Source: an optimization exercise on an open RTL-to-GDS flow (aim: small area and a short achievable clock period). Production flows keep margins and buffers that such runs may drop.
In this exercise RTL edits were held to simulation tests only and were not proved equivalent to the original.
Power figures rest on the tool's default switching activity, not on a simulated workload.

==> flow/design.v (excerpt) <==
module hdc1080_readings_to_ascii(
    i_clk, i_srst,
    i_display_temp, i_display_humid,
    i_hygro_op_mode, i_hygro_display_mode,
    o_txt_ascii_line1, o_txt_ascii_line2);
input wire i_clk;
input wire i_srst;
input wire [15:0] i_display_temp;
input wire [15:0] i_display_humid;
input wire [0:0] i_hygro_op_mode;
input wire [2:0] i_hygro_display_mode;
output wire [(16*8-1):0] o_txt_ascii_line1;
output wire [(16*8-1):0] o_txt_ascii_line2;
function automatic [7:0] ascii_of_hdigit(input [3:0] v);
    ascii_of_hdigit = (v < 4'd10) ? {4'h3, v} : (8'h37 + {4'h0, v});
endfunction
function automatic [3:0] dig(input [3:0] a, input [2:0] b);
    dig = a - {b, 1'b0} - {b[0], 3'b000};
endfunction
function automatic [18:0] x5(input [15:0] x);
    reg [18:0] a, b;
    reg c;
    integer i;
    begin
        a = {3'b000, x};
        b = {1'b0, x, 2'b00};
        c = 1'b0;
        for (i = 0; i < 19; i = i + 1) begin
            x5[i] = a[i] ^ b[i] ^ c;
            c = (a[i] & b[i]) | (a[i] & c) | (b[i] & c);
        end
    end
endfunction
function automatic [19:0] x9(input [15:0] x);
    reg [19:0] a, b;
    reg c;
    integer i;
    begin
        a = {4'b0000, x};
        b = {1'b0, x, 3'b000};
        c = 1'b0;
        for (i = 0; i < 20; i = i + 1) begin
            x9[i] = a[i] ^ b[i] ^ c;
            c = (a[i] & b[i]) | (a[i] & c) | (b[i] & c);
        end
    end
endfunction
function automatic [3:0] neg_code(input [4:0] x);
    neg_code = (x == 5'd0 || x == 5'd10) ? 4'd0 : x[3:0] + 4'd6;
endfunction
reg [15:0] r_t;
  ...
export LEC_CHECK = 0
export ABC_AREA = 1
export CAP_MARGIN = 20
export CORE_MARGIN = 2
export CORE_UTILIZATION = 40
export SLEW_MARGIN = 20
export SYNTH_HIERARCHICAL = 1
create_clock -name core_clock -period 17.0 [get_ports {i_clk}]
standard.sh (not shown) runs the stock make flow with config.mk's settings and CLKGATE_MAP_FILE= SYNTH_SCRIPT=/design/flow/synth_recipe.tcl, a recipe that flattens the netlist after the stock synthesis.
==> flow/flow/run.sh <==
#!/bin/bash
# Standard layout (standard.sh, with config.mk's settings) with these changes:
#  - synthesis is the standard flow's script with ABC mapping by flow/abc.script (dc2
#    restructuring, then area-oriented mapping twice), and adders are left to
#    ABC (no full/half adder cell extraction),
#  - ports are buffered with sky130_fd_sc_hd__buf_1,
#  - constant outputs share one tie cell per value,
#  - repair_timing aims for 12.5 ns of setup slack.
set -euo pipefail
W=$PWD
export FLOW_ABC_SCRIPT=$W/flow/abc.script
bash standard.sh SYNTH_SCRIPT=$W/flow/synth.tcl ADDER_MAP_FILE= \
  'BUFFER_PORTS_ARGS=-buffer_cell sky130_fd_sc_hd__buf_1' \
  SETUP_SLACK_MARGIN=12.5 SKIP_REPAIR_TIE_FANOUT=1 finish > standard_flow.log 2>&1
==> flow/flow/abc.script <==
strash
dc2
dch
map -B 0.9
strash
dch
map -B 0.9
topo
stime -c
buffer -c
upsize -c
dnsize -c
==> flow/flow/synth.tcl <==
# The standard flow's synthesis script (synth_recipe.tcl), with ABC run on this flow's own
# mapping script (flow/abc.script) in place of ORFS's.
proc synth {args} { yosys synth -nofsm -noshare {*}$args }
proc abc {args} {
  set i [lsearch -exact $args -script]
  if {$i >= 0} { lset args [expr {$i + 1}] $::env(FLOW_ABC_SCRIPT) }
  yosys abc {*}$args
}
source $::env(SCRIPTS_DIR)/synth.tcl
# left out here: clear keep_hierarchy, flatten, clean up, hide names made inside functions, write 1_2_yosys.v
The first run passed the timing, design-rule and antenna checks.
Then changed:
Settings changed: CAP_MARGIN 20 to 10, SLEW_MARGIN 20 to 10.
=>
- routed wire length does not change
- via count stays the same
- worst setup slack stays the same
- global-route usage stays the same
- sequential cell count does not change
- combinational power is about the same
Then changed:
==> flow/flow/run.sh (replaced) <==
#!/bin/bash
# Standard layout (standard.sh, with config.mk's settings) with these changes:
#  - synthesis is the standard flow's script with ABC mapping by flow/abc.script (area
#    recovery under a delay target), and adders are left to ABC (no full/half
#    adder cell extraction),
#  - ports are buffered with sky130_fd_sc_hd__buf_1,
#  - constant outputs share one tie cell per value,
#  - repair_timing aims for 12.7 ns of setup slack.
set -euo pipefail
W=$PWD
export FLOW_ABC_SCRIPT=$W/flow/abc.script
bash standard.sh SYNTH_SCRIPT=$W/flow/synth.tcl ADDER_MAP_FILE= \
  'BUFFER_PORTS_ARGS=-buffer_cell sky130_fd_sc_hd__buf_1' \
  SETUP_SLACK_MARGIN=12.7 SKIP_REPAIR_TIE_FANOUT=1 finish > standard_flow.log 2>&1
Settings changed: CAP_MARGIN 10 to 20, SLEW_MARGIN 10 to 20.
=> First-iteration DRC count came out higher by 12%. Setup slack degrades by 0.014 ns. Sequential share of layout area came out lower by 1.3 points.

==> separate check: timing with driven ports <==
The flow's constraints put no driver on any port. The routed layouts listed below were extracted and timed again, unchanged, in two steps.
Step 1, drivers: a clkbuf_16 drives i_clk and a buf_2 each remaining input, both assumed.
Step 2 times the ports against the registers' clock, not the clock port: input delays grow and output delays shrink by t, the midpoint of the rising clock arrivals with the driver on.
Three values: no drivers, after step 1, after step 2; two values: the first two.
run	shift t [ns]	setup slack, ns	clock arrival spread, ns	slew at the worst register clock pin (ns)	cell pins on the clock port's net
the first run	0.401	12.576 / 12.528 / 12.289	0.015 / 0.014	0.08 / 0.08	1
the second run	0.401	12.576 / 12.528 / 12.289	0.015 / 0.014	0.08 / 0.08	1
the third run	0.403	12.562 / 12.515 / 12.343	0.014 / 0.014	0.08 / 0.08	1
After both steps every run listed still meets setup and hold.
